Source: an optimization exercise on an open RTL-to-GDS flow (aim: small area and a short achievable clock period). Production flows keep margins and buffers that such runs may drop. Function was not checked in any run shown here: the RTL went through the layout flow alone.

[design/flow/standard.sh]
#!/bin/bash
# synth_recipe.tcl (not shown) runs the flow's synth.tcl, then flattens the netlist and writes it again
# the make line also repeats each setting of config.mk as NAME=value (left out here)
make -C /OpenROAD-flow-scripts/flow DESIGN_CONFIG=/design/flow/config.mk WORK_HOME=/design/flow/orfs CLKGATE_MAP_FILE= SYNTH_SCRIPT=/design/flow/synth_recipe.tcl "${@:-finish}"
[design/flow/constraint.sdc]
create_clock -name core_clock -period 5.5 [get_ports {clk}]
set_input_delay 1.1000 -clock core_clock [delete_from_list [all_inputs] [get_ports {clk}]]
set_output_delay 1.1000 -clock core_clock [all_outputs]
set_load 0.01 [all_outputs]
[design/flow/design.v]
module pe (
    input                    clk,
    input                    load,
    input                    nload,
    input  signed [7:0]      a,
    input         [11:0]      b,
    output reg signed [16:0] acc
);
    wire p3;
    wire p6;
    wire p9;
    wire p12;
    wire p15;
    wire p18;
    wire p21;
    wire p24;
    wire p27;
    wire p28;
    wire p31;
    wire p34;
    wire p37;
    wire p40;
    wire p43;
    wire p46;
    wire p49;
    wire p52;
    wire p55;
    wire p56;
    wire p59;
    wire p62;
    wire p65;
    wire p68;
    wire p71;
    wire p74;
    wire p77;
    wire p80;
    wire p83;
    wire p84;
    wire p87;
    wire p90;
    wire p93;
    wire p96;
    wire p99;
    wire p102;
    wire p105;
    wire p108;
    wire p111;
    wire p112;
    wire s115;
    wire c116;
    wire s119;
    wire c120;
    wire s123;
    wire c124;
    wire s127;
    wire c128;
    wire s131;
    wire c132;
    wire s135;
    wire c136;
    wire s139;
    wire c140;
    wire s143;
    wire c144;
    wire s147;
    wire c148;
    wire s151;
    wire c152;
    wire s155;
    wire c156;
    wire s159;
    wire c160;
    wire s163;
    wire c164;
    wire s167;
    wire c168;
    wire s171;
    wire c172;
    wire s175;
    wire c176;
    wire s179;
    wire c180;
    wire s183;
    wire c184;
    wire s187;
    wire c188;
    wire s191;
    wire c192;
    wire s195;
    wire c196;
    wire s199;
    wire c200;
    wire s203;
    wire c204;
    wire s208;
    wire c209;
    wire s213;
    wire c214;
    wire s218;
    wire c219;
    wire s223;
    wire c224;
    wire s228;
    wire c229;
    wire s233;
    wire c234;
    wire s238;
    wire c239;
    wire s243;
    wire c244;
    wire s248;
    wire c249;
    wire s253;
    wire c254;
    wire s258;
    wire c259;
    wire s263;
    wire c264;
    wire s267;
    wire c268;
    reg q0_0;
    reg q0_1;
    reg q1_1;
    reg q0_2;
    reg q1_2;
    reg q0_3;
    reg q1_3;
    reg q0_4;
    reg q1_4;
    reg q0_5;
    reg q1_5;
    reg q0_6;
    reg q1_6;
    reg q0_7;
    reg q1_7;
    reg q0_8;
    reg q1_8;
    reg q0_9;
    reg q1_9;
    reg q0_10;
    reg q1_10;
    reg q0_11;
    reg q1_11;
    reg q0_12;
    reg q1_12;
    reg q0_13;
    reg q1_13;
    reg q0_14;
    assign p3 = (b[0] & a[0]) ^ ~b[8];
    assign p6 = ((b[0] & a[1]) | (b[4] & a[0])) ^ ~b[8];
    assign p9 = ((b[0] & a[2]) | (b[4] & a[1])) ^ ~b[8];
    assign p12 = ((b[0] & a[3]) | (b[4] & a[2])) ^ ~b[8];
    assign p15 = ((b[0] & a[4]) | (b[4] & a[3])) ^ ~b[8];
    assign p18 = ((b[0] & a[5]) | (b[4] & a[4])) ^ ~b[8];
    assign p21 = ((b[0] & a[6]) | (b[4] & a[5])) ^ ~b[8];
    assign p24 = ((b[0] & a[7]) | (b[4] & a[6])) ^ ~b[8];
    assign p27 = ~(((b[0] & a[7]) | (b[4] & a[7])) ^ ~b[8]);
    assign p28 = ~b[8];
    assign p31 = (b[1] & a[0]) ^ ~b[9];
    assign p34 = ((b[1] & a[1]) | (b[5] & a[0])) ^ ~b[9];
    assign p37 = ((b[1] & a[2]) | (b[5] & a[1])) ^ ~b[9];
    assign p40 = ((b[1] & a[3]) | (b[5] & a[2])) ^ ~b[9];
    assign p43 = ((b[1] & a[4]) | (b[5] & a[3])) ^ ~b[9];
    assign p46 = ((b[1] & a[5]) | (b[5] & a[4])) ^ ~b[9];
    assign p49 = ((b[1] & a[6]) | (b[5] & a[5])) ^ ~b[9];
    assign p52 = ((b[1] & a[7]) | (b[5] & a[6])) ^ ~b[9];
    assign p55 = ~(((b[1] & a[7]) | (b[5] & a[7])) ^ ~b[9]);
    assign p56 = ~b[9];
    assign p59 = (b[2] & a[0]) ^ ~b[10];
    assign p62 = ((b[2] & a[1]) | (b[6] & a[0])) ^ ~b[10];
    assign p65 = ((b[2] & a[2]) | (b[6] & a[1])) ^ ~b[10];
    assign p68 = ((b[2] & a[3]) | (b[6] & a[2])) ^ ~b[10];
    assign p71 = ((b[2] & a[4]) | (b[6] & a[3])) ^ ~b[10];
    assign p74 = ((b[2] & a[5]) | (b[6] & a[4])) ^ ~b[10];
    assign p77 = ((b[2] & a[6]) | (b[6] & a[5])) ^ ~b[10];
    assign p80 = ((b[2] & a[7]) | (b[6] & a[6])) ^ ~b[10];
    assign p83 = ~(((b[2] & a[7]) | (b[6] & a[7])) ^ ~b[10]);
    assign p84 = ~b[10];
    assign p87 = (b[3] & a[0]) ^ ~b[11];
    assign p90 = ((b[3] & a[1]) | (b[7] & a[0])) ^ ~b[11];
    assign p93 = ((b[3] & a[2]) | (b[7] & a[1])) ^ ~b[11];
    assign p96 = ((b[3] & a[3]) | (b[7] & a[2])) ^ ~b[11];
    assign p99 = ((b[3] & a[4]) | (b[7] & a[3])) ^ ~b[11];
    assign p102 = ((b[3] & a[5]) | (b[7] & a[4])) ^ ~b[11];
    assign p105 = ((b[3] & a[6]) | (b[7] & a[5])) ^ ~b[11];
    assign p108 = ((b[3] & a[7]) | (b[7] & a[6])) ^ ~b[11];
    assign p111 = ~(((b[3] & a[7]) | (b[7] & a[7])) ^ ~b[11]);
    assign p112 = ~b[11];
    assign s115 = p3 ^ p28;
    assign c116 = p3 & p28;
    assign s119 = p112 ^ p21;
    assign c120 = p112 & p21;
    assign s123 = p24 ^ p46;
    assign c124 = p24 & p46;
    assign s127 = p27 ^ p49;
    assign c128 = p27 & p49;
    assign s131 = p84 ^ p15;
    assign c132 = p84 & p15;
    assign s135 = p18 ^ p40;
    assign c136 = p18 & p40;
    assign s139 = p43 ^ p65 ^ p87;
    assign c140 = (p43 & p65) | (p43 & p87) | (p65 & p87);
    assign s143 = p68 ^ p90 ^ s123;
    assign c144 = (p68 & p90) | (p68 & s123) | (p90 & s123);
    assign s147 = p71 ^ p93 ^ s127;
    assign c148 = (p71 & p93) | (p71 & s127) | (p93 & s127);
    assign s151 = p52 ^ p74 ^ p96;
    assign c152 = (p52 & p74) | (p52 & p96) | (p74 & p96);
    assign s155 = p55 ^ p77;
    assign c156 = p55 & p77;
    assign s159 = p56 ^ p9;
    assign c160 = p56 & p9;
    assign s163 = p12 ^ p34;
    assign c164 = p12 & p34;
    assign s167 = p37 ^ p59 ^ s131;
    assign c168 = (p37 & p59) | (p37 & s131) | (p59 & s131);
    assign s171 = p62 ^ s135 ^ c132;
    assign c172 = (p62 & s135) | (p62 & c132) | (s135 & c132);
    assign s175 = s119 ^ c136 ^ s139;
    assign c176 = (s119 & c136) | (s119 & s139) | (c136 & s139);
    assign s179 = c120 ^ c140 ^ s143;
    assign c180 = (c120 & c140) | (c120 & s143) | (c140 & s143);
    assign s183 = c124 ^ s147 ^ c144;
    assign c184 = (c124 & s147) | (c124 & c144) | (s147 & c144);
    assign s187 = c128 ^ s151 ^ c148;
    assign c188 = (c128 & s151) | (c128 & c148) | (s151 & c148);
    assign s191 = p99 ^ s155 ^ c152;
    assign c192 = (p99 & s155) | (p99 & c152) | (s155 & c152);
    assign s195 = p80 ^ p102 ^ c156;
    assign c196 = (p80 & p102) | (p80 & c156) | (p102 & c156);
    assign s199 = p83 ^ p105;
    assign c200 = p83 & p105;
    assign s203 = acc[1] ^ (~q0_1);
    assign c204 = acc[1] & (~q0_1);
    assign s208 = acc[2] ^ (~q0_2) ^ (~q1_2);
    assign c209 = (acc[2] & (~q0_2)) | (acc[2] & (~q1_2)) | ((~q0_2) & (~q1_2));
    assign s213 = acc[3] ^ (~q0_3) ^ (~q1_3);
    assign c214 = (acc[3] & (~q0_3)) | (acc[3] & (~q1_3)) | ((~q0_3) & (~q1_3));
    assign s218 = acc[4] ^ (~q0_4) ^ (~q1_4);
    assign c219 = (acc[4] & (~q0_4)) | (acc[4] & (~q1_4)) | ((~q0_4) & (~q1_4));
    assign s223 = acc[5] ^ (~q0_5) ^ (~q1_5);
    assign c224 = (acc[5] & (~q0_5)) | (acc[5] & (~q1_5)) | ((~q0_5) & (~q1_5));
    assign s228 = acc[6] ^ (~q0_6) ^ (~q1_6);
    assign c229 = (acc[6] & (~q0_6)) | (acc[6] & (~q1_6)) | ((~q0_6) & (~q1_6));
    assign s233 = acc[7] ^ (~q0_7) ^ (~q1_7);
    assign c234 = (acc[7] & (~q0_7)) | (acc[7] & (~q1_7)) | ((~q0_7) & (~q1_7));
    assign s238 = acc[8] ^ (~q0_8) ^ (~q1_8);
    assign c239 = (acc[8] & (~q0_8)) | (acc[8] & (~q1_8)) | ((~q0_8) & (~q1_8));
    assign s243 = acc[9] ^ (~q0_9) ^ (~q1_9);
    assign c244 = (acc[9] & (~q0_9)) | (acc[9] & (~q1_9)) | ((~q0_9) & (~q1_9));
    assign s248 = acc[10] ^ (~q0_10) ^ (~q1_10);
    assign c249 = (acc[10] & (~q0_10)) | (acc[10] & (~q1_10)) | ((~q0_10) & (~q1_10));
    assign s253 = acc[11] ^ (~q0_11) ^ (~q1_11);
    assign c254 = (acc[11] & (~q0_11)) | (acc[11] & (~q1_11)) | ((~q0_11) & (~q1_11));
    assign s258 = acc[12] ^ (~q0_12) ^ (~q1_12);
    assign c259 = (acc[12] & (~q0_12)) | (acc[12] & (~q1_12)) | ((~q0_12) & (~q1_12));
    assign s263 = acc[13] ^ (~q0_13) ^ (~q1_13);
    assign c264 = (acc[13] & (~q0_13)) | (acc[13] & (~q1_13)) | ((~q0_13) & (~q1_13));
    assign s267 = acc[14] ^ (~q0_14);
    assign c268 = acc[14] & (~q0_14);
    always @(posedge clk) begin
        q0_0 <= ~s115;
        q0_1 <= ~p6;
        q1_1 <= ~c116;
        q0_2 <= ~p31;
        q1_2 <= ~s159;
        q0_3 <= ~s163;
        q1_3 <= ~c160;
        q0_4 <= ~s167;
        q1_4 <= ~c164;
        q0_5 <= ~s171;
        q1_5 <= ~c168;
        q0_6 <= ~s175;
        q1_6 <= ~c172;
        q0_7 <= ~s179;
        q1_7 <= ~c176;
        q0_8 <= ~s183;
        q1_8 <= ~c180;
        q0_9 <= ~s187;
        q1_9 <= ~c184;
        q0_10 <= ~s191;
        q1_10 <= ~c188;
        q0_11 <= ~s195;
        q1_11 <= ~c192;
        q0_12 <= ~s199;
        q1_12 <= ~c196;
        q0_13 <= ~p108;
        q1_13 <= ~c200;
        q0_14 <= ~p111;
    end
    wire [16:0] r0 = {acc[16], acc[15], s267, s263, s258, s253, s248, s243, s238, s233, s228, s223, s218, s213, s208, (~q1_1), acc[0]};
    wire [16:0] r1 = {1'b0, c268, c264, c259, c254, c249, c244, c239, c234, c229, c224, c219, c214, c209, c204, s203, (~q0_0)};
    wire [16:0] sum = r0 + r1;
    always @(posedge clk) begin
        acc[0] <= ~load & sum[0];
        acc[1] <= ~load & sum[1];
        acc[2] <= ~load & sum[2];
        acc[3] <= ~load & sum[3];
        acc[4] <= ~load & sum[4];
        acc[5] <= ~load & sum[5];
        acc[6] <= ~load & sum[6];
        acc[7] <= ~load & sum[7];
        acc[8] <= ~nload | sum[8];
        acc[9] <= ~load & sum[9];
        acc[10] <= ~load & sum[10];
        acc[11] <= ~load & sum[11];
        acc[12] <= ~load & sum[12];
        acc[13] <= ~load & sum[13];
        acc[14] <= ~load & sum[14];
        acc[15] <= ~load & sum[15];
        acc[16] <= ~nload | sum[16];
    end
endmodule
module matrix_mul_sa_pipe #(
    parameter DW = 8
)(
    input                    clk,
    input                    rst_n,
    input                    start,
    input  signed [DW-1:0]   x_1, x_2, x_3, y_1, y_2, y_3,
    output                   p11_v, p1221_v, p132231_v, p3223_v, p33_v,
    output signed [2*DW:0]   p_1_1, p_1_2, p_1_3, p_2_1, p_2_2, p_2_3, p_3_1, p_3_2, p_3_3
);
    reg [1:0] ph;
    reg       run;
    reg       v0, v1, v2;
    always @(posedge clk or negedge rst_n) begin
        if (!rst_n) begin
            ph  <= 2'd0;
            run <= 1'b0;
            v0  <= 1'b0;
            v1  <= 1'b0;
            v2  <= 1'b0;
        end else begin
            ph  <= ph + {1'b0, start};
            run <= run | (start & (ph == 2'd3));
            v0  <= start & run & (ph == 2'd0);
            v1  <= start & run & (ph == 2'd1);
            v2  <= start & run & (ph == 2'd2);
        end
    end
    assign p11_v     = v0;
    assign p1221_v   = v1;
    assign p132231_v = v2;
    assign p3223_v   = v2;
    assign p33_v     = v2;
    reg signed [DW-1:0] x1d1, x1d2, x1d3, x2d1, x2d2, x3d1;
    reg        [11:0] y1d1, y1d2, y1d3, y2d1, y2d2, y3d1;
    wire [11:0] ye1 = {~y_1[7], ~y_1[5], ~y_1[3], ~y_1[1], ((y_1[7] ^ y_1[6]) & ~(y_1[6] ^ y_1[5])), ((y_1[5] ^ y_1[4]) & ~(y_1[4] ^ y_1[3])), ((y_1[3] ^ y_1[2]) & ~(y_1[2] ^ y_1[1])), (y_1[1] & ~y_1[0]), (y_1[6] ^ y_1[5]), (y_1[4] ^ y_1[3]), (y_1[2] ^ y_1[1]), y_1[0]};
    wire [11:0] ye2 = {~y_2[7], ~y_2[5], ~y_2[3], ~y_2[1], ((y_2[7] ^ y_2[6]) & ~(y_2[6] ^ y_2[5])), ((y_2[5] ^ y_2[4]) & ~(y_2[4] ^ y_2[3])), ((y_2[3] ^ y_2[2]) & ~(y_2[2] ^ y_2[1])), (y_2[1] & ~y_2[0]), (y_2[6] ^ y_2[5]), (y_2[4] ^ y_2[3]), (y_2[2] ^ y_2[1]), y_2[0]};
    wire [11:0] ye3 = {~y_3[7], ~y_3[5], ~y_3[3], ~y_3[1], ((y_3[7] ^ y_3[6]) & ~(y_3[6] ^ y_3[5])), ((y_3[5] ^ y_3[4]) & ~(y_3[4] ^ y_3[3])), ((y_3[3] ^ y_3[2]) & ~(y_3[2] ^ y_3[1])), (y_3[1] & ~y_3[0]), (y_3[6] ^ y_3[5]), (y_3[4] ^ y_3[3]), (y_3[2] ^ y_3[1]), y_3[0]};
    always @(posedge clk) begin
        x1d1 <= x_1; x1d2 <= x1d1; x1d3 <= x1d2;
        x2d1 <= x_2; x2d2 <= x2d1;
        x3d1 <= x_3;
        y1d1 <= ye1; y1d2 <= y1d1; y1d3 <= y1d2;
        y2d1 <= ye2; y2d2 <= y2d1;
        y3d1 <= ye3;
    end
    wire [1:0] ph_nx = ph + {1'b0, start};
    reg ld1, ld2, ld3, nld1, nld2, nld3;
    always @(posedge clk) begin
        ld1  <= (ph_nx == 2'd1);
        ld2  <= (ph_nx == 2'd2);
        ld3  <= (ph_nx == 2'd3);
        nld1 <= (ph_nx != 2'd1);
        nld2 <= (ph_nx != 2'd2);
        nld3 <= (ph_nx != 2'd3);
    end
    pe pe_11 (.clk(clk), .load(ld1), .nload(nld1), .a(x1d1), .b(y1d1), .acc(p_1_1));
    pe pe_12 (.clk(clk), .load(ld2), .nload(nld2), .a(x1d2), .b(y2d1), .acc(p_1_2));
    pe pe_13 (.clk(clk), .load(ld3), .nload(nld3), .a(x1d3), .b(y3d1), .acc(p_1_3));
    pe pe_21 (.clk(clk), .load(ld2), .nload(nld2), .a(x2d1), .b(y1d2), .acc(p_2_1));
    pe pe_22 (.clk(clk), .load(ld3), .nload(nld3), .a(x2d2), .b(y2d2), .acc(p_2_2));
    pe pe_23 (.clk(clk), .load(ld3), .nload(nld3), .a(x2d2), .b(y3d1), .acc(p_2_3));
    pe pe_31 (.clk(clk), .load(ld3), .nload(nld3), .a(x3d1), .b(y1d3), .acc(p_3_1));
    pe pe_32 (.clk(clk), .load(ld3), .nload(nld3), .a(x3d1), .b(y2d2), .acc(p_3_2));
    pe pe_33 (.clk(clk), .load(ld3), .nload(nld3), .a(x3d1), .b(y3d1), .acc(p_3_3));
endmodule
[design/flow/config.mk]
export PLATFORM = sky130hd
export DESIGN_NAME = matrix_mul_sa_pipe
export DESIGN_NICKNAME = matrix_mul_sa_pipe
export VERILOG_FILES = /design/flow/design.v
export SDC_FILE = /design/flow/constraint.sdc
export NUM_CORES = 4
export LEC_CHECK = 0
export CAP_MARGIN = 20
export CORE_MARGIN = 2
export CORE_UTILIZATION = 40
export CTS_BUF_LIST = sky130_fd_sc_hd__clkbuf_16
export CTS_CLUSTER_DIAMETER = 80
export CTS_CLUSTER_SIZE = 25
export SETUP_SLACK_MARGIN = 3.2
export SLEW_MARGIN = 20
export TNS_END_PERCENT = 100
[design/flow/flow/run.sh]
#!/bin/bash
# Layout flow: the standard synthesis, then the synthesized netlist is
# replaced by the gate-level netlist that flow/gen.py builds for the same RTL
# (same registers, names and cell types, taken from the standard synthesis),
# then the standard flow from floorplan to finish. Port buffers use
# buf_1. Falls back to the standard flow if the netlist cannot be built.
set -u
R=orfs/results/sky130hd/matrix_mul_sa_pipe/base
export BUFFER_PORTS_ARGS="-buffer_cell sky130_fd_sc_hd__buf_1"
if bash standard.sh synth > synth.log 2>&1 \
   && cp $R/1_2_yosys.v std_synth.v \
   && python3 flow/gen.py net std_synth.v gen_netlist.v > gen.log 2>&1; then
    cp gen_netlist.v $R/1_2_yosys.v
    rm -f $R/1_synth.odb $R/1_synth.sdc
    echo "using generated netlist" > flow_choice.log
else
    echo "generated netlist failed; standard flow" > flow_choice.log
fi
bash standard.sh > layout.log 2>&1
[design/flow/flow/gen.py]
#!/usr/bin/env python3
"""Generator for the 3x3 streaming matrix multiplier.

  python3 gen.py rtl OUTDIR            write OUTDIR/pe.v and OUTDIR/matrix_mul_sa_pipe.v
  python3 gen.py net STD.v OUT.v       write a gate-level sky130hd netlist of the same
                                       design to OUT.v, taking register instance names
                                       and cell types from the standard synthesis STD.v

The RTL and the netlist come from one description, so they match at every
register: the netlist only chooses cells and signal polarities.

Each PE(i,j) is a two-stage multiply-accumulate unit. Stage 1 forms the
Baugh-Wooley partial products of a*b and reduces them with a Dadda tree of
full/half adders to T1 rows, which are registered (some bits inverted).
Stage 2 adds those rows to base = load ? 3K : acc, with K the Baugh-Wooley
constant, so three products after a load acc holds their exact sum.
"""
import re
import sys

W = 17                      # accumulator width
T1 = 2                      # rows left after stage 1
PREFIX = "ks"                # carry-propagate adder: "ks" Kogge-Stone, "sk" Sklansky
MULT = "booth"              # "bw" Baugh-Wooley array, "booth" radix-4 Booth on b
if MULT == "bw":
    K = (1 << 16) + (1 << 15) + (1 << 8)          # a*b = tree + K (mod 2^17)
else:
    K = -((1 << 8) + (1 << 10) + (1 << 12) + (1 << 14))
K3 = (3 * K) % (1 << W)
BW = 12 if MULT == "booth" else 8                 # width of a stored b operand

# rough delays (ns) used only to order adder inputs
D_FA, D_HA, D_INV, D_G = 0.42, 0.25, 0.05, 0.12


# ----------------------------------------------------------------------------
# logical signals carry an RTL expression name and, in the netlist, a literal
# (net, pol): the net holds the value when pol == 0 and its complement when 1.
class Sig:
    def __init__(self, rtl, net, pol, t):
        self.rtl, self.net, self.pol, self.t = rtl, net, pol, t


class Builder:
    def __init__(self, prefix):
        self.prefix = prefix
        self.rtl = []          # RTL assigns
        self.rtl_wires = []
        self.cells = []        # (type, {pin: net})
        self.nets = []
        self.n = 0
        self.invs = {}

    def wire(self, kind):
        self.n += 1
        return f"{kind}{self.n}"

    def net(self):
        self.n += 1
        name = f"{self.prefix}n{self.n}"
        self.nets.append(name)
        return name

    def cell(self, typ, **pins):
        self.cells.append((typ, pins))

    def lit(self, s, pol):
        """net carrying s's value xor pol"""
        if s.pol == pol:
            return s.net
        if s.net not in self.invs:
            y = self.net()
            self.cell("inv_1", A=s.net, Y=y)
            self.invs[s.net] = y
        return self.invs[s.net]

    def rtl_assign(self, expr, kind="w"):
        name = self.wire(kind)
        self.rtl_wires.append(name)
        self.rtl.append(f"    assign {name} = {expr};")
        return name

    # --- adders on logical signals
    def fa(self, x, y, z):
        pols = [x.pol, y.pol, z.pol]
        p = 1 if sum(pols) >= 2 else 0
        t = max(s.t + (D_INV if s.pol != p else 0) for s in (x, y, z))
        a, b, c = (self.lit(s, p) for s in (x, y, z))
        so, co = self.net(), self.net()
        self.cell("fa_1", A=a, B=b, CIN=c, SUM=so, COUT=co)
        rs = self.rtl_assign(f"{x.rtl} ^ {y.rtl} ^ {z.rtl}", "s")
        rc = self.rtl_assign(f"({x.rtl} & {y.rtl}) | ({x.rtl} & {z.rtl}) | ({y.rtl} & {z.rtl})", "c")
        return Sig(rs, so, p, t + D_FA), Sig(rc, co, p, t + D_FA)

    def ha(self, x, y):
        t = max(x.t, y.t)
        so, co = self.net(), self.net()
        if x.pol == 0 and y.pol == 0:
            self.cell("ha_1", A=x.net, B=y.net, SUM=so, COUT=co)
            t += D_HA
        elif x.pol == 1 and y.pol == 1:
            self.cell("xnor2_1", A=x.net, B=y.net, Y=so)       # ~(~x ^ ~y) = ~(x ^ y)
            self.cell("or2_1", A=x.net, B=y.net, X=co)         # ~x | ~y = ~(x & y)
            t += D_G + 0.05
            rs = self.rtl_assign(f"{x.rtl} ^ {y.rtl}", "s")
            rc = self.rtl_assign(f"{x.rtl} & {y.rtl}", "c")
            return Sig(rs, so, 1, t), Sig(rc, co, 1, t)
        else:
            if x.pol == 1:
                x, y = y, x                                     # x true, y inverted
            self.cell("xnor2_1", A=x.net, B=y.net, Y=so)       # ~(x ^ ~y) = x ^ y
            self.cell("nor2b_1", A=y.net, B_N=x.net, Y=co)     # ~(~y) & x = x & y
            t += D_G + 0.05
        rs = self.rtl_assign(f"{x.rtl} ^ {y.rtl}", "s")
        rc = self.rtl_assign(f"{x.rtl} & {y.rtl}", "c")
        return Sig(rs, so, 0, t), Sig(rc, co, 0, t)

    def reduce(self, cols, final):
        """Dadda reduction of columns of Sig to at most `final` bits each."""
        ncol = len(cols)
        d = [2]
        while d[-1] < max(len(x) for x in cols):
            d.append(d[-1] * 3 // 2)
        targets = [t for t in reversed(d[:-1]) if t >= final]
        for target in targets:
            new_cols = [[] for _ in range(ncol)]
            carries = [[] for _ in range(ncol + 1)]
            for c in range(ncol):
                bits = sorted(cols[c], key=lambda s: s.t)
                h = len(bits) + len(carries[c])
                out = []
                while h > target:
                    if h - target >= 2 and len(bits) >= 3:
                        # earliest bit plus the two next best matching its polarity
                        first = bits[0]
                        rest = bits[1:]
                        rest.sort(key=lambda s: (s.t + (D_INV if s.pol != first.pol else 0)))
                        grp = [first] + rest[:2]
                        for g in grp:
                            bits.remove(g)
                        s, cy = self.fa(*grp)
                        h -= 2
                    elif len(bits) >= 2:
                        s, cy = self.ha(bits.pop(0), bits.pop(0))
                        h -= 1
                    else:
                        break
                    out.append(s)
                    if c + 1 < ncol:
                        carries[c + 1].append(cy)
                new_cols[c] = bits + out + carries[c]
            cols = new_cols
        return cols


# ----------------------------------------------------------------------------
def build_pe(prefix, a_nets, b_nets, ld_net, nld_net, acc_nets, regnames):
    """Build one PE. Returns (builder, rtl_regs, q_info, acc_d_nets).

    a_nets/b_nets: nets of operand bits (true polarity); acc_nets: Q nets of
    the accumulator flip-flops; regnames: callable giving register nets."""
    B = Builder(prefix)
    cols = [[] for _ in range(W)]
    if MULT == "bw":
        # stage 1: partial products, all carried inverted
        for i in range(8):
            for j in range(8):
                y = B.net()
                if (i == 7) != (j == 7):
                    B.cell("and2_1", A=a_nets[i], B=b_nets[j], X=y)
                    r = B.rtl_assign(f"~(a[{i}] & b[{j}])", "p")
                else:
                    B.cell("nand2_1", A=a_nets[i], B=b_nets[j], Y=y)
                    r = B.rtl_assign(f"a[{i}] & b[{j}]", "p")
                cols[i + j].append(Sig(r, y, 1, D_G))
    else:
        # radix-4 Booth: b arrives encoded as one[k] = b[k], two[k] = b[4+k],
        # nneg[k] = b[8+k]; row k = (sel ^ neg) with sel = one & a[j] | two & a[j-1],
        # its top bit inverted (sign extension folded into K), plus neg at 2k
        for k in range(4):
            one, two, nneg = b_nets[k], b_nets[4 + k], b_nets[8 + k]
            ro, rt, rn = f"b[{k}]", f"b[{4 + k}]", f"b[{8 + k}]"
            for j in range(9):
                ns = B.net()
                aj = a_nets[min(j, 7)]
                raj = f"a[{min(j, 7)}]"
                if j == 0:
                    B.cell("nand2_1", A=one, B=aj, Y=ns)
                    rsel = f"({ro} & {raj})"
                else:
                    am = a_nets[j - 1]
                    B.cell("a22oi_1", A1=one, A2=aj, B1=two, B2=am, Y=ns)
                    rsel = f"(({ro} & {raj}) | ({rt} & a[{j - 1}]))"
                y = B.net()
                if j < 8:
                    # ~x = ~sel ^ neg = ~(nsel ^ nneg)
                    B.cell("xnor2_1", A=ns, B=nneg, Y=y)
                    r = B.rtl_assign(f"{rsel} ^ ~{rn}", "p")
                else:
                    # bit is ~x, carried inverted: net = x = ~sel ^ ~nneg
                    B.cell("xor2_1", A=ns, B=nneg, X=y)
                    r = B.rtl_assign(f"~({rsel} ^ ~{rn})", "p")
                cols[2 * k + j].append(Sig(r, y, 1, D_G + 0.2))
            r = B.rtl_assign(f"~{rn}", "p")
            cols[2 * k].append(Sig(r, nneg, 1, 0.0))
        # column 0 holds x[0][0] and neg[0]; add them here so that no stage-1
        # register is a plain copy of an operand bit
        s0, c0 = B.ha(cols[0][0], cols[0][1])
        cols[0] = [s0]
        cols[1].append(c0)
    cols = B.reduce(cols, T1)
    # registered rows: register q{k}_{c} holds the row bit, inverted when its
    # literal is inverted (so the flip-flop needs no inverter)
    qregs = []       # (regname, rtl expr for D, d_net, pol)
    qsigs = [[] for _ in range(W)]
    for c in range(W):
        assert len(cols[c]) <= T1
        for k, s in enumerate(cols[c]):
            name = f"q{k}_{c}"
            expr = f"~{s.rtl}" if s.pol else s.rtl
            qnet = regnames(name)
            qregs.append((name, expr, s.net))
            qsigs[c].append(Sig(f"({'~' if s.pol else ''}{name})", qnet, s.pol, 0.0))
    # stage 2: base, nand2/nor2 give base inverted
    cols2 = [[] for _ in range(W)]
    for c in range(W):
        cols2[c].append(Sig(f"acc[{c}]", acc_nets[c], 0, 0.0))
        cols2[c].extend(qsigs[c])
    cols2 = B.reduce(cols2, 2)
    # carry-propagate adder: Sklansky prefix with polarity tracking
    g, p, h = [], [], []
    for c in range(W):
        bits = cols2[c]
        if len(bits) == 2:
            u, v = bits
            # generate g = u & v, propagate p = u | v (prefix), half sum h = u ^ v
            gn, pn, hn = B.net(), B.net(), B.net()
            if u.pol == 0 and v.pol == 0:
                B.cell("nand2_1", A=u.net, B=v.net, Y=gn)
                gs = Sig(None, gn, 1, 0)
                B.cell("nor2_1", A=u.net, B=v.net, Y=pn)
                ps = Sig(None, pn, 1, 0)
                B.cell("xor2_1", A=u.net, B=v.net, X=hn)
                hs = Sig(None, hn, 0, 0)
            elif u.pol == 1 and v.pol == 1:
                B.cell("nor2_1", A=u.net, B=v.net, Y=gn)
                gs = Sig(None, gn, 0, 0)
                B.cell("nand2_1", A=u.net, B=v.net, Y=pn)
                ps = Sig(None, pn, 0, 0)
                B.cell("xor2_1", A=u.net, B=v.net, X=hn)
                hs = Sig(None, hn, 0, 0)
            else:
                if u.pol == 1:
                    u, v = v, u
                B.cell("nor2b_1", A=v.net, B_N=u.net, Y=gn)
                gs = Sig(None, gn, 0, 0)
                B.cell("nand2b_1", A_N=u.net, B=v.net, Y=pn)
                ps = Sig(None, pn, 0, 0)
                B.cell("xnor2_1", A=u.net, B=v.net, Y=hn)
                hs = Sig(None, hn, 0, 0)
            g.append(gs)
            p.append(ps)
            h.append(hs)
        elif len(bits) == 1:
            g.append(None)
            p.append(bits[0])
            h.append(bits[0])
        else:
            g.append(None)
            p.append(None)
            h.append(None)
    # rtl for stage 2 result rows
    r0 = [cols2[c][0].rtl if len(cols2[c]) > 0 else "1'b0" for c in range(W)]
    r1 = [cols2[c][1].rtl if len(cols2[c]) > 1 else "1'b0" for c in range(W)]

    def combine(hi, lo):
        """(G,P) of hi range combined with lower range lo; None means 0 for G."""
        Gh, Ph = hi
        Gl, Pl = lo
        if Gl is None:
            G = Gh
        elif Ph is None:
            G = Gh
        elif Gh is None:
            # G = Ph & Gl
            G = and_sig(B, Ph, Gl)
        else:
            G = aoi_sig(B, Gh, Ph, Gl)
        if Ph is None or Pl is None:
            P = None
        else:
            P = and_sig(B, Ph, Pl)
        return (G, P)

    # prefix over bits 0..W-2 (carries into bits 1..W-1)
    n = W - 1
    node = [(g[i], p[i]) for i in range(n)]
    lvl = 1
    while lvl < n:
        new = list(node)
        for i in range(n):
            if PREFIX == "sk" and (i // lvl) % 2 == 1:
                new[i] = combine(node[i], node[(i // lvl) * lvl - 1])
            elif PREFIX == "ks" and i >= lvl:
                new[i] = combine(node[i], node[i - lvl])
        node = new
        lvl *= 2
    carry = [None] + [node[i][0] for i in range(n)]
    # acc D = clr ? K3 : sum; ns = ~sum bit, then nor2(clr, ns) = ~clr & sum
    # or nand2(nclr, ns) = clr | sum
    acc_d = []
    for c in range(W):
        hs, cs = h[c], carry[c]
        if hs is None and cs is None:
            raise RuntimeError("constant sum bit")
        if cs is None:
            ns = B.lit(hs, 1)
        elif hs is None:
            ns = B.lit(cs, 1)
        else:
            ns = B.net()
            if hs.pol == cs.pol:
                B.cell("xnor2_1", A=hs.net, B=cs.net, Y=ns)
            else:
                B.cell("xor2_1", A=hs.net, B=cs.net, X=ns)
        y = B.net()
        if (K3 >> c) & 1:
            B.cell("nand2_1", A=nld_net, B=ns, Y=y)
        else:
            B.cell("nor2_1", A=ld_net, B=ns, Y=y)
        acc_d.append(y)
    return B, qregs, r0, r1, acc_d


def and_sig(B, x, y):
    """x & y with polarity tracking."""
    o = B.net()
    if x.pol == 0 and y.pol == 0:
        B.cell("nand2_1", A=x.net, B=y.net, Y=o)
        return Sig(None, o, 1, 0)
    if x.pol == 1 and y.pol == 1:
        B.cell("nor2_1", A=x.net, B=y.net, Y=o)
        return Sig(None, o, 0, 0)
    if x.pol == 1:
        x, y = y, x
    # x true, y inverted: x & ~ny
    B.cell("nor2b_1", A=y.net, B_N=x.net, Y=o)
    return Sig(None, o, 0, 0)


def aoi_sig(B, gh, ph, gl):
    """gh | (ph & gl) with polarity tracking."""
    o = B.net()
    pols = [gh.pol, ph.pol, gl.pol]
    pol = 1 if sum(pols) >= 2 else 0
    a1, a2, b1 = B.lit(ph, pol), B.lit(gl, pol), B.lit(gh, pol)
    if pol == 0:
        B.cell("a21oi_1", A1=a1, A2=a2, B1=b1, Y=o)
        return Sig(None, o, 1, 0)
    # inputs inverted: ~G = ngh & (nph | ngl) -> G = o21ai
    B.cell("o21ai_1", A1=a1, A2=a2, B1=b1, Y=o)
    return Sig(None, o, 0, 0)


# ----------------------------------------------------------------------------
PES = [  # name, a operand reg, b operand reg, load strobe pair
    ("pe_11", "x1d1", "y1d1", "1"),
    ("pe_12", "x1d2", "y2d1", "2"),
    ("pe_13", "x1d3", "y3d1", "3"),
    ("pe_21", "x2d1", "y1d2", "2"),
    ("pe_22", "x2d2", "y2d2", "3"),
    ("pe_23", "x2d2", "y3d1", "3"),
    ("pe_31", "x3d1", "y1d3", "3"),
    ("pe_32", "x3d1", "y2d2", "3"),
    ("pe_33", "x3d1", "y3d1", "3"),
]
# load strobe pairs: (ld register, nld register, phase of ph_nx, nld reset kind)
STROBES = {
    "1": ("ld1", "nld1", 1, None),
    "2": ("ld2", "nld2", 2, None),
    "3": ("ld3", "nld3", 3, None),
}
OPREGS = [("x1d1", "x_1"), ("x1d2", "x1d1"), ("x1d3", "x1d2"),
          ("x2d1", "x_2"), ("x2d2", "x2d1"), ("x3d1", "x_3"),
          ("y1d1", "y_1"), ("y1d2", "y1d1"), ("y1d3", "y1d2"),
          ("y2d1", "y_2"), ("y2d2", "y2d1"), ("y3d1", "y_3")]


def pe_template():
    """Build the PE once with placeholder nets to get its RTL."""
    a = [f"a[{i}]" for i in range(8)]
    b = [f"b[{i}]" for i in range(BW)]
    acc = [f"acc[{i}]" for i in range(W)]
    return build_pe("t_", a, b, "load", "nload", acc, lambda q: q)


def write_rtl(outdir):
    B, qregs, r0, r1, _ = pe_template()
    o = []
    o.append("// Generated by gen/gen.py (see gen/README.md): two-stage signed 8x8")
    o.append("// multiply-accumulate unit. Stage 1 reduces the " + ("Baugh-Wooley" if MULT == "bw" else "radix-4 Booth") + " partial products")
    o.append(f"// of a*b with a Dadda tree to {T1} rows and registers them (bits marked ~ are")
    o.append("// stored inverted). Stage 2 adds the rows to acc, or sets acc to 3K when load")
    o.append("// (nload = ~load) is high, where K is the constant left out of stage 1, so")
    o.append("// three products after a load acc holds their exact sum (mod 2^17).")
    o.append("module pe (")
    o.append("    input                    clk,")
    o.append("    input                    load,")
    o.append("    input                    nload,")
    o.append("    input  signed [7:0]      a,")
    o.append(f"    input         [{BW - 1}:0]      b,")
    o.append("    output reg signed [16:0] acc")
    o.append(");")
    for w in B.rtl_wires:
        o.append(f"    wire {w};")
    for name, _, _ in qregs:
        o.append(f"    reg {name};")
    o.extend(B.rtl)
    o.append("    always @(posedge clk) begin")
    for name, expr, _ in qregs:
        o.append(f"        {name} <= {expr};")
    o.append("    end")
    o.append("    wire [16:0] r0 = {" + ", ".join(reversed(r0)) + "};")
    o.append("    wire [16:0] r1 = {" + ", ".join(reversed(r1)) + "};")
    o.append("    wire [16:0] sum = r0 + r1;")
    o.append("    always @(posedge clk) begin")
    for c in range(W):
        if (K3 >> c) & 1:
            o.append(f"        acc[{c}] <= ~nload | sum[{c}];")
        else:
            o.append(f"        acc[{c}] <= ~load & sum[{c}];")
    o.append("    end")
    o.append("endmodule")
    open(f"{outdir}/pe.v", "w").write("\n".join(o) + "\n")
    open(f"{outdir}/matrix_mul_sa_pipe.v", "w").write(top_rtl())


def booth_enc_exprs(y):
    """RTL expressions of the 12 stored Booth bits of port y: one[0..3],
    two[0..3], nneg[0..3]."""
    one, two, nneg = [], [], []
    for k in range(4):
        if k == 0:
            one.append(f"{y}[0]")
            two.append(f"({y}[1] & ~{y}[0])")
        else:
            one.append(f"({y}[{2 * k}] ^ {y}[{2 * k - 1}])")
            two.append(f"(({y}[{2 * k + 1}] ^ {y}[{2 * k}]) & ~({y}[{2 * k}] ^ {y}[{2 * k - 1}]))")
        nneg.append(f"~{y}[{2 * k + 1}]")
    return one + two + nneg


def top_rtl():
    t = TOP_RTL.replace("@BW1@", str(BW - 1))
    if MULT == "booth":
        enc = ["    // y operands are stored radix-4 Booth encoded: bits 3:0 one, 7:4 two,",
               "    // 11:8 inverted sign of each digit"]
        for i in (1, 2, 3):
            ex = booth_enc_exprs(f"y_{i}")
            enc.append(f"    wire [11:0] ye{i} = {{" + ", ".join(reversed(ex)) + "};")
        t = t.replace("@YENC@", "\n".join(enc) + "\n")
        for i in (1, 2, 3):
            t = t.replace(f"@Y{i}@", f"ye{i}")
    else:
        t = t.replace("@YENC@", "")
        for i in (1, 2, 3):
            t = t.replace(f"@Y{i}@", f"y_{i}")
    return t


TOP_RTL = """// 3x3 matrix multiplier on a skewed stream, one matrix pair every 4 cycles.
module matrix_mul_sa_pipe #(
    parameter DW = 8
)(
    input                    clk,
    input                    rst_n,
    input                    start,
    input  signed [DW-1:0]   x_1, x_2, x_3, y_1, y_2, y_3,
    output                   p11_v, p1221_v, p132231_v, p3223_v, p33_v,
    output signed [2*DW:0]   p_1_1, p_1_2, p_1_3, p_2_1, p_2_2, p_2_3, p_3_1, p_3_2, p_3_3
);
    // window phase: ph = cycle mod 4 once start is high; run set from cycle 4;
    // results of window n are valid in cycles 4n+5, 4n+6, 4n+7
    reg [1:0] ph;
    reg       run;
    reg       v0, v1, v2;
    always @(posedge clk or negedge rst_n) begin
        if (!rst_n) begin
            ph  <= 2'd0;
            run <= 1'b0;
            v0  <= 1'b0;
            v1  <= 1'b0;
            v2  <= 1'b0;
        end else begin
            ph  <= ph + {1'b0, start};
            run <= run | (start & (ph == 2'd3));
            v0  <= start & run & (ph == 2'd0);
            v1  <= start & run & (ph == 2'd1);
            v2  <= start & run & (ph == 2'd2);
        end
    end
    assign p11_v     = v0;
    assign p1221_v   = v1;
    assign p132231_v = v2;
    assign p3223_v   = v2;
    assign p33_v     = v2;

    // operand delay lines (no reset: only values from the current stream are used)
    reg signed [DW-1:0] x1d1, x1d2, x1d3, x2d1, x2d2, x3d1;
    reg        [@BW1@:0] y1d1, y1d2, y1d3, y2d1, y2d2, y3d1;
@YENC@    always @(posedge clk) begin
        x1d1 <= x_1; x1d2 <= x1d1; x1d3 <= x1d2;
        x2d1 <= x_2; x2d2 <= x2d1;
        x3d1 <= x_3;
        y1d1 <= @Y1@; y1d2 <= y1d1; y1d3 <= y1d2;
        y2d1 <= @Y2@; y2d2 <= y2d1;
        y3d1 <= @Y3@;
    end

    // PE(i,j) accumulates in phases max(i,j) + 1 .. max(i,j) + 3; in phase
    // max(i,j), after its result was shown, it is set to its start value. The
    // load strobes (and their complements) are registered from the next phase.
    wire [1:0] ph_nx = ph + {1'b0, start};
    reg ld1, ld2, ld3, nld1, nld2, nld3;
    always @(posedge clk) begin
        ld1  <= (ph_nx == 2'd1);
        ld2  <= (ph_nx == 2'd2);
        ld3  <= (ph_nx == 2'd3);
        nld1 <= (ph_nx != 2'd1);
        nld2 <= (ph_nx != 2'd2);
        nld3 <= (ph_nx != 2'd3);
    end

    pe pe_11 (.clk(clk), .load(ld1), .nload(nld1), .a(x1d1), .b(y1d1), .acc(p_1_1));
    pe pe_12 (.clk(clk), .load(ld2), .nload(nld2), .a(x1d2), .b(y2d1), .acc(p_1_2));
    pe pe_13 (.clk(clk), .load(ld3), .nload(nld3), .a(x1d3), .b(y3d1), .acc(p_1_3));
    pe pe_21 (.clk(clk), .load(ld2), .nload(nld2), .a(x2d1), .b(y1d2), .acc(p_2_1));
    pe pe_22 (.clk(clk), .load(ld3), .nload(nld3), .a(x2d2), .b(y2d2), .acc(p_2_2));
    pe pe_23 (.clk(clk), .load(ld3), .nload(nld3), .a(x2d2), .b(y3d1), .acc(p_2_3));
    pe pe_31 (.clk(clk), .load(ld3), .nload(nld3), .a(x3d1), .b(y1d3), .acc(p_3_1));
    pe pe_32 (.clk(clk), .load(ld3), .nload(nld3), .a(x3d1), .b(y2d2), .acc(p_3_2));
    pe pe_33 (.clk(clk), .load(ld3), .nload(nld3), .a(x3d1), .b(y3d1), .acc(p_3_3));
endmodule
"""


# ----------------------------------------------------------------------------
PORT_NETS = {"p11_v", "p1221_v", "p132231_v", "p3223_v", "p33_v"}


def esc(name):
    return "\\" + name + " "


def write_net(std_path, out_path):
    # registers of the standard synthesis: base name -> (instance name, cell)
    std = {}
    for m in re.finditer(r"(sky130_fd_sc_hd__d\w+)\s+\\(\S+)\s*\(", open(std_path).read()):
        cell, inst = m.group(1), m.group(2)
        base = inst.split("$")[0]
        std[base] = (inst, cell)
    cells = []       # (type, inst, pins)
    nets = set()
    regs_used = {}

    def reg(base, d, q, reset=None):
        if base not in std:
            raise RuntimeError(f"register {base} not in standard synthesis")
        inst, cell = std[base]
        if reset is True:
            reset = "r"
        want = {None: "dfxtp", "r": "dfrtp", "s": "dfstp"}[reset]
        if not cell.startswith(f"sky130_fd_sc_hd__{want}"):
            raise RuntimeError(f"register {base} is {cell}, expected {want}")
        pins = {"CLK": "clk", "D": d, "Q": q}
        if reset == "r":
            pins["RESET_B"] = "rst_n"
        elif reset == "s":
            pins["SET_B"] = "rst_n"
        cells.append((cell[len("sky130_fd_sc_hd__"):], esc(inst), pins))
        regs_used[base] = True

    cnt = [0]

    def gate(typ, **pins):
        cnt[0] += 1
        cells.append((typ, f"_g{cnt[0]}_", pins))

    def net(name):
        nets.add(name)
        return name

    # operand registers
    opq = {}
    for r, src in OPREGS:
        opq[r] = [net(f"{r}_q{i}") for i in range(BW if r[0] == "y" else 8)]
    enc = {}
    if MULT == "booth":
        for yi in ("y_1", "y_2", "y_3"):
            e = [net(f"{yi}_e{i}") for i in range(12)]
            b = [f"{yi}[{i}]" for i in range(8)]
            for k in range(4):
                if k == 0:
                    gate("buf_1", A=b[0], X=e[0])
                    gate("nor2b_1", A=b[0], B_N=b[1], Y=e[4])
                else:
                    x = net(f"{yi}_x{k}")
                    gate("xor2_1", A=b[2 * k], B=b[2 * k - 1], X=e[k])
                    gate("xnor2_1", A=b[2 * k + 1], B=b[2 * k], Y=x)
                    gate("nor2_1", A=e[k], B=x, Y=e[4 + k])
                gate("inv_1", A=b[2 * k + 1], Y=e[8 + k])
            enc[yi] = e
    for r, src in OPREGS:
        for i in range(len(opq[r])):
            if src in enc:
                d = enc[src][i]
            elif src.startswith(("x_", "y_")):
                d = f"{src}[{i}]"
            else:
                d = opq[src][i]
            reg(f"{r}[{i}]", d, opq[r][i])
    # control
    ph = [net("ph_q0"), net("ph_q1")]
    run, v0, v1 = net("run_q"), "p11_v", "p1221_v"
    v2 = "p132231_v"
    phd = [net("ph_d0"), net("ph_d1")]
    t0 = net("ph_t")
    gate("xor2_1", A="ph_q0", B="start", X=phd[0])
    gate("and2_1", A="ph_q0", B="start", X=t0)
    gate("xor2_1", A="ph_q1", B=t0, X=phd[1])
    reg("ph[0]", phd[0], ph[0], True)
    reg("ph[1]", phd[1], ph[1], True)
    rund = net("run_d")
    gate("a31o_1", A1="start", A2=ph[0], A3=ph[1], B1=run, X=rund)
    reg("run", rund, run, True)
    for v, vd, g in ((v0, "v0_d", None), (v1, "v1_d", None), (v2, "v2_d", None)):
        net(vd)
    gate("and4bb_1", A_N=ph[0], B_N=ph[1], C="start", D=run, X="v0_d")
    gate("and4b_1", A_N=ph[1], B=ph[0], C="start", D=run, X="v1_d")
    gate("and4b_1", A_N=ph[0], B=ph[1], C="start", D=run, X="v2_d")
    reg("v0", "v0_d", v0, True)
    reg("v1", "v1_d", v1, True)
    reg("v2", "v2_d", v2, True)
    gate("buf_1", A=v2, X="p3223_v")
    gate("buf_1", A=v2, X="p33_v")
    # ph_nx == 2, 3, 0 and complements
    for n_ in ("eq1", "ne1", "eq2", "ne2", "eq3", "ne3"):
        net(n_)
    gate("nor2b_1", A=phd[1], B_N=phd[0], Y="eq1")         # ph_nx == 1
    gate("nand2b_1", A_N=phd[1], B=phd[0], Y="ne1")
    gate("nor2b_1", A=phd[0], B_N=phd[1], Y="eq2")         # ph_nx == 2
    gate("nand2b_1", A_N=phd[0], B=phd[1], Y="ne2")
    gate("and2_1", A=phd[0], B=phd[1], X="eq3")            # ph_nx == 3
    gate("nand2_1", A=phd[0], B=phd[1], Y="ne3")
    ld, nld = {}, {}
    for key, (lr, nr, ph_, nk) in STROBES.items():
        ld[key] = net(f"{lr}_q")
        nld[key] = net(f"{nr}_q")
        if lr not in regs_used:
            reg(lr, f"eq{ph_}", ld[key])
        reg(nr, f"ne{ph_}", nld[key], nk)
    # PEs
    outname = {"pe_11": "p_1_1", "pe_12": "p_1_2", "pe_13": "p_1_3",
               "pe_21": "p_2_1", "pe_22": "p_2_2", "pe_23": "p_2_3",
               "pe_31": "p_3_1", "pe_32": "p_3_2", "pe_33": "p_3_3"}
    for name, ra, rb, grp in PES:
        acc = [f"{outname[name]}[{c}]" for c in range(W)]
        qnets = {}

        def regnames(q, name=name, qnets=qnets):
            qnets[q] = net(f"{name}_{q}")
            return qnets[q]
        B, qregs, _, _, acc_d = build_pe(f"{name}_", opq[ra], opq[rb], ld[grp], nld[grp], acc, regnames)
        for n_ in B.nets:
            nets.add(n_)
        for typ, pins in B.cells:
            cnt[0] += 1
            cells.append((typ, f"_g{cnt[0]}_", pins))
        for q, expr, dnet in qregs:
            reg(f"{name}.{q}", dnet, qnets[q])
        for c in range(W):
            reg(f"{name}.acc[{c}]", acc_d[c], acc[c])
    # drop gates whose outputs drive nothing (registers always stay)
    outs = ("X", "Y", "SUM", "COUT")
    while True:
        used = set()
        for typ, inst, pins in cells:
            for k, v in pins.items():
                if k not in outs and k != "Q":
                    used.add(v)
        keep = []
        for cell in cells:
            typ, inst, pins = cell
            o_ = [v for k, v in pins.items() if k in outs]
            if o_ and not typ.startswith("d") and not any(v in used or v in PORT_NETS or v.startswith("p_") for v in o_):
                continue
            keep.append(cell)
        if len(keep) == len(cells):
            break
        cells[:] = keep
    # size flip-flops by fanout (the drive strength may differ from synthesis)
    fo = {}
    for typ, inst, pins in cells:
        for k, v in pins.items():
            if k not in ("X", "Y", "Q", "SUM", "COUT"):
                fo[v] = fo.get(v, 0) + 1
    for idx, (typ, inst, pins) in enumerate(cells):
        if typ.startswith(("dfxtp", "dfrtp", "dfstp")):
            n_ = fo.get(pins["Q"], 0)
            if n_ > 12:
                cells[idx] = (typ[:5] + "_4", inst, pins)
            elif n_ > 5:
                cells[idx] = (typ[:5] + "_2", inst, pins)
    missing = set(std) - set(regs_used)
    if missing:
        raise RuntimeError(f"standard registers not built: {sorted(missing)[:5]}")
    # write
    o = []
    ports = ["clk", "rst_n", "start", "x_1", "x_2", "x_3", "y_1", "y_2", "y_3",
             "p11_v", "p1221_v", "p132231_v", "p3223_v", "p33_v"] + \
            [f"p_{i}_{j}" for i in (1, 2, 3) for j in (1, 2, 3)]
    o.append("module matrix_mul_sa_pipe(" + ", ".join(ports) + ");")
    for p_ in ("clk", "rst_n", "start"):
        o.append(f"  input {p_};")
    for p_ in ("x_1", "x_2", "x_3", "y_1", "y_2", "y_3"):
        o.append(f"  input [7:0] {p_};")
    for p_ in ("p11_v", "p1221_v", "p132231_v", "p3223_v", "p33_v"):
        o.append(f"  output {p_};")
    for i in (1, 2, 3):
        for j in (1, 2, 3):
            o.append(f"  output [16:0] p_{i}_{j};")
    for n_ in sorted(nets):
        o.append(f"  wire {n_};")
    for typ, inst, pins in cells:
        conns = ", ".join(f".{k}({v})" for k, v in pins.items())
        o.append(f"  sky130_fd_sc_hd__{typ} {inst}({conns});")
    o.append("endmodule")
    open(out_path, "w").write("\n".join(o) + "\n")
    from collections import Counter
    cc = Counter(t for t, _, _ in cells)
    sys.stderr.write("cells: " + ", ".join(f"{k} {v}" for k, v in sorted(cc.items())) + "\n")


if __name__ == "__main__":
    if sys.argv[1] == "rtl":
        write_rtl(sys.argv[2])
    elif sys.argv[1] == "net":
        write_net(sys.argv[2], sys.argv[3])
==> metrics.md, run 1 <==
| Metric | Value |
|---|---|
| Status | no timing/DRC/antenna violations |
| CP Cell Sequence | buf_1 |
| Grt ovf | 0 |
| Die area | 79,500 sq um |
| Num CTS Buffers | 36 |
| Level count of the clock H-tree | 2 |
| Worst setup EP type | output pin |
| Wirelength per Cell | 17.7 um |
| Starting Density | 40.5% |
| Filler Cells Inserted | 7,449 |
| RR Startpoint | x3d1[6] |
| Row Count | 101 |
| FF-to-FF End | pe_33.q0_8 |
| CTS Hold Bufs | 0 |
| Post-Synthesis Cell Area | 30,900 sq um |
| Reg2Reg Setup Slack | 3.31 ns |
| Slowest cell on the critical path | dfxtp_1 |
| CTS tree | done |
| CP top delay family | flip-flops |
| IO buf count | 208 |
| Syn Nets | 3,591 |
| Sum Neg Setup Slack | 0 ns |
| Drt pass-1 iters | 5 |
| Slew Limit Fails | 0 |
| DIE HEIGHT | 282 um |
| WL final | 82,200 um |
| Critical Path Start | pe_23.acc[3] |
| Share of layout cells above drive strength 1 | 9.04% |
| CP Depth | 1 |
| DPL Wire Length | 60,500 um |
| Antenna Violating Nets Remaining | 0 |
| Final hold violations | 0 |
| Clock Root Buffer | clkbuf_16 |
| Core Util, Final | 45.5% |
| Die X | 282 um |
| Critical setup path kind | reg -> out |
| Relative slew slack | 44.1% |
| Avg Cell Area, Syn | 9.29 sq um |
| First-pass GRT wire length | 127,000 um |
| Peak Freq | 445 MHz |
| Net count, final | 3,848 |
| Setup violators final | 0 |
| Startpoint class of the critical path | flip-flop |
| Worst setup path end | p_2_3[3] |
| GRT Total Usage | 20.4% |
| Vias/cell | 4.98 |
| Layout Skew | 0.0170 ns |
| Via count | 23,091 |
| Largest net degree at the start of global routing | 61 |
| Placer's final routability congestion estimate | 0.899 |
| CP max FO | 2 |
| WP data required | 4.40 ns |
| Clk sinks | 537 |
| Initial DRC count | 1,719 |
| MaxCap Viol Count | 0 |
| Reg clk slew, reported paths | 0.09 ns |
| Clock tree buffer depth | 3 |
| Synthesized instance count | 3,324 |
| CP arrival | 1.14 ns |
| Reg2Reg Depth | 5 |
| Non-filler instance count after layout | 4,639 |
| Cells after DPL | 4,558 |
| Worst min-delay path class | in -> async |
| Min Tclk post-route | 2.24 ns |
| Core Area | 76,200 sq um |
| Post-route clock period utilization | 40.8% |
| Worst Path Buf+Inv | 1 |
| Antenna violations before repair | 12 |
| Vias in the first global route | 23,047 |
| Number of synthesis warnings | 2 |
| RSZ-0062 raised after global routing | yes |
| Worst-Skew Late Latency | 0.58 ns |
| Layout Area Growth over Synthesis | 12.4% |
| Tightest Pin Transition | 0.839 ns |
| Num ports | 209 |
| Drt drc | 0 |
| Crit path largest cell delay | 0.34 ns |
==> worst min path at each step <==
stage,from,end,slack [ns],cells after the start
2_1_floorplan,nld1,pe_11.acc[16],0.36,1
3_3_place_gp,nld1,pe_11.acc[16],0.37,1
3_5_place_dp,nld1,pe_11.acc[16],0.37,1
4_1_cts,rst_n,v0,0.35,1
5_1_grt,rst_n,v0,0.37,1
6_report,rst_n,v2,0.37,1
==> per-stage QoR <==
step,setup slack [ns],hold slack (ns),instance area [sq um]
2_1_floorplan,3.46,0.358,30900
3_3_place_gp,3.15,0.367,32900
3_5_place_dp,3.14,0.372,32900
4_1_cts,3.19,0.347,34200
5_1_grt,3.16,0.370,34700
6_report,3.26,0.370,34700
==> what timing repair did <==
item                                    CTS  global route
endpoints found under the setup margin   33            77
buffers inserted                          1            14
hold endpoints to repair                  0             0
resized for setup                        31            95
pin swaps                                 0             4
==> layout by cell type, fill, tap and decap left out, types with 2 or more instances in the layout <==
master / n
buf_6: 4
xor2_1: 200
clkbuf_16: 38
a21oi_1: 182
fa_1: 216
nor2_1: 349
a21oi_2: 61
diode_2: 2
inv_12: 3
xnor2_1: 540
dfxtp_2: 92
and2_1: 2
inv_6: 5
clkinvlp_4: 2
clkinv_8: 3
dfxtp_1: 393
bufinv_16: 2
nand2b_1: 29
clkinv_2: 2
o21ai_2: 12
nor2b_1: 77
inv_8: 2
buf_4: 8
buf_2: 25
clkbuf_2: 11
inv_1: 196
dfrtp_1: 5
and4b_1: 2
or2_1: 90
nand2_1: 352
dfxtp_4: 46
buf_1: 172
buf_8: 2
a22oi_1: 287
nor2_2: 2
o21ai_1: 186
==> metal layers <==
metal	track usage, %	share of wire [%]	up-vias
met2	34.1	48	623
met5	0	0.13	-
met4	4.51	2.1	18
li1	-	-	11463
met3	4.39	6.5	102
met1	26.9	44	10885
==> state kept, by name (all words and copies together) (netlist names), 17 cells and up <==
register   flops
pe_11.acc     17
pe_12.acc     17
pe_32.acc     17
pe_23.acc     17
pe_13.acc     17
pe_21.acc     17
pe_31.acc     17
pe_33.acc     17
pe_22.acc     17
==> final cells by class <==
class	count	area [sq um]	area share, %
multi-input cells	2590	19400	55.8
flip-flops and latches	537	11100	31.9
well taps	1030	1290	3.71
repair buffers	224	1000	2.89
clock buffers	38	951	2.74
inverters	192	721	2.08
clock inverters	26	292	0.840
diodes	2	5.00	0.0144
==> inputs of run 2 (changes only) <==
--- a/design/flow/flow/run.sh
+++ b/design/flow/flow/run.sh
@@ -3,10 +3,10 @@
 # replaced by the gate-level netlist that flow/gen.py builds for the same RTL
 # (same registers, names and cell types, taken from the standard synthesis),
 # then the standard flow from floorplan to finish. Port buffers use
-# buf_1. Falls back to the standard flow if the netlist cannot be built.
+# buf_2. Falls back to the standard flow if the netlist cannot be built.
 set -u
 R=orfs/results/sky130hd/matrix_mul_sa_pipe/base
-export BUFFER_PORTS_ARGS="-buffer_cell sky130_fd_sc_hd__buf_1"
+export BUFFER_PORTS_ARGS="-buffer_cell sky130_fd_sc_hd__buf_2"
 if bash standard.sh synth > synth.log 2>&1 \
    && cp $R/1_2_yosys.v std_synth.v \
    && python3 flow/gen.py net std_synth.v gen_netlist.v > gen.log 2>&1; then
--- a/design/flow/flow/gen.py
+++ b/design/flow/flow/gen.py
@@ -20,7 +20,8 @@
 
 W = 17                      # accumulator width
 T1 = 2                      # rows left after stage 1
-PREFIX = "ks"                # carry-propagate adder: "ks" Kogge-Stone, "sk" Sklansky
+PREFIX = "hc"                # carry-propagate adder: "ks" Kogge-Stone, "sk" Sklansky,
+                             # "hc" Han-Carlson
 MULT = "booth"              # "bw" Baugh-Wooley array, "booth" radix-4 Booth on b
 if MULT == "bw":
     K = (1 << 16) + (1 << 15) + (1 << 8)          # a*b = tree + K (mod 2^17)
@@ -303,8 +304,14 @@
                 new[i] = combine(node[i], node[(i // lvl) * lvl - 1])
             elif PREFIX == "ks" and i >= lvl:
                 new[i] = combine(node[i], node[i - lvl])
+            elif PREFIX == "hc" and i % 2 == 1 and i >= lvl:
+                new[i] = combine(node[i], node[i - lvl])
         node = new
         lvl *= 2
+    if PREFIX == "hc":
+        # Han-Carlson: odd bits went through Kogge-Stone; even bits take one more level
+        for i in range(2, n, 2):
+            node[i] = combine(node[i], node[i - 1])
     carry = [None] + [node[i][0] for i in range(n)]
     # acc D = clr ? K3 : sum; ns = ~sum bit, then nor2(clr, ns) = ~clr & sum
     # or nand2(nclr, ns) = clr | sum
--- a/design/flow/config.mk
+++ b/design/flow/config.mk
@@ -7,10 +7,10 @@
 export LEC_CHECK = 0
 export CAP_MARGIN = 20
 export CORE_MARGIN = 2
-export CORE_UTILIZATION = 40
+export CORE_UTILIZATION = 60
 export CTS_BUF_LIST = sky130_fd_sc_hd__clkbuf_16
 export CTS_CLUSTER_DIAMETER = 80
 export CTS_CLUSTER_SIZE = 25
-export SETUP_SLACK_MARGIN = 3.2
+export SETUP_SLACK_MARGIN = 3.25
 export SLEW_MARGIN = 20
 export TNS_END_PERCENT = 100
==> metrics.md, run 2 <==
| Metric | Value |
|---|---|
| MaxCap Viol Count | 0 |
| CP Cell Sequence | buf_2 |
| Setup violators final | 0 |
| Layout Skew | 0.0428 ns |
| Drt drc | 0 |
| RSZ-0062 raised after global routing | yes |
| Startpoint class of the critical path | flip-flop |
| Peak Freq | 440 MHz |
| RR Startpoint | pe_13.acc[8] |
| Starting Density | 60.6% |
| DPL Wire Length | 50,700 um |
| Relative slew slack | 55.8% |
| Syn Nets | 3,285 |
| Grt ovf | 0 |
| Via count | 22,350 |
| Crit path largest cell delay | 0.39 ns |
| Antenna violations before repair | 10 |
| IO buf count | 208 |
| Vias/cell | 5.53 |
| WL final | 74,100 um |
| Row Count | 81 |
| Level count of the clock H-tree | 1 |
| Tightest Pin Transition | 0.664 ns |
| Avg Cell Area, Syn | 9.79 sq um |
| Clk sinks | 537 |
| Most common cell after layout, fill and taps aside | xnor2_1 |
| DIE HEIGHT | 226 um |
| Core Util, Final | 70.8% |
| CP arrival | 1.17 ns |
| Post-Synthesis Cell Area | 29,500 sq um |
| Clock Root Buffer | clkbuf_16 |
| Non-filler instance count after layout | 4,040 |
| Final hold violations | 0 |
| CP top delay family | flip-flops |
| Worst setup EP type | output pin |
| Number of synthesis warnings | 2 |
| Core Area | 48,700 sq um |
| Worst min-delay path class | in -> async |
| Post-route clock period utilization | 41.3% |
| Share of layout cells above drive strength 1 | 24.4% |
| Drt pass-1 iters | 6 |
| Net count, final | 3,615 |
| Sum Neg Setup Slack | 0 ns |
| Worst-Skew Late Latency | 0.64 ns |
| Critical setup path kind | reg -> out |
| Placer's final routability congestion estimate | 0.883 |
| Largest net degree at the start of global routing | 50 |
| Most frequent cells in the layout | 495 x xnor2_1, 297 x dfxtp_1, 288 x a22oi_1 |
| First-pass GRT wire length | 114,000 um |
| Die X | 226 um |
| Initial DRC count | 1,423 |
| Synthesized instance count | 3,018 |
| Num CTS Buffers | 31 |
| CTS Hold Bufs | 0 |
| Slew Limit Fails | 0 |
| Pre-CTS WS | 3.07 ns |
| CTS tree | done |
| GRT Total Usage | 28.0% |
| Cells after DPL | 3,886 |
| Layout Area Growth over Synthesis | 16.8% |
| Critical Path Start | v2 |
| Status | no timing/DRC/antenna violations |
| Design area | 34,500 sq um |
| Clock tree buffer depth | 3 |
| Antenna Violating Nets Remaining | 0 |
| Die area | 51,000 sq um |
| Fin Hold WS | 0.249 ns |
| Num ports | 209 |
| Reg clk slew, reported paths | 0.10 ns |
| Worst Path Buf+Inv | 1 |
| Placed Area | 31,400 sq um |
| CP max FO | 3 |
| Slowest cell on the critical path | dfrtp_1 |
| Wirelength per Cell | 18.3 um |
| Vias in the first global route | 22,247 |
| WP data required | 4.40 ns |
| Min Tclk post-route | 2.27 ns |
| PnR worst setup slack | 3.23 ns |
==> run 2: worst paths after layout <==
path / to / slack (ns) / cells after the start
worst max-delay path: p132231_v / 3.23 / 1
worst max register to register: pe_13.acc[11] / 3.26 / 10
min in group core_clock: pe_11.acc[8] / 0.43 / 1
max in group asynchronous: ph[0] / 5.10 / 1
worst min register to register: pe_11.acc[8] / 0.43 / 1
worst min-delay path: ph[0] / 0.25 / 1
==> run 2: what timing repair did <==
action                     4_1_cts  5_1_grt
buffers inserted                34       59
pin swaps                       14      163
gates resized for setup        153      256
setup endpoints to repair      130      143
hold endpoints to repair         0        0
==> run 2: final cells by class <==
class,count,area [sq um]
Antenna cell,3,7.51
Multi-Input combinational cell,2284,18700
Clock buffer,32,801
Clock inverter,26,226
Sequential cell,537,11200
Inverter,192,721
Fill cell,3837,14200
Timing Repair Buffer,302,2030
Tap cell,664,831
==> run 2: per-layer routing <==
layer | routed length (um) | global-route usage, % | share of wire [%] | vias to the layer above
met5 | 151 | 0 | 0.20 | -
met4 | 2900 | 8.78 | 3.9 | 12
met3 | 4810 | 4.32 | 6.5 | 167
met2 | 35400 | 47.1 | 48 | 713
met1 | 30800 | 37.2 | 42 | 10948
li1 | - | - | - | 10510

==> static timing again, ports no longer ideal <==
In the flow no input, the clock included, has a driving cell. The finished layouts below were timed again as built, in two steps.
Step 1: set_driving_cell puts a clkbuf_16 on clk and a buf_2 on each other input, an assumption about the parent block.
Step 2 moves the port delays by t, midway between the first and last clock arrival at a register: inputs arrive t later, outputs are due t later. That takes back most of the time a late clock gives input paths.
Slacks: no drivers / after step 1 / after step 2; pairs: no drivers / after step 1.
run	shift t [ns]	slack for setup (ns)	hold WS [ns]	slew at the worst register clock pin (ns)
run 1	0.637	3.255 / 3.192 / 3.307	0.370 / 0.331 / 0.390	0.10 / 0.10
run 2	0.682	3.227 / 3.168 / 3.259	0.249 / 0.211 / 0.426	0.10 / 0.10
After both steps every run listed still meets setup and hold.
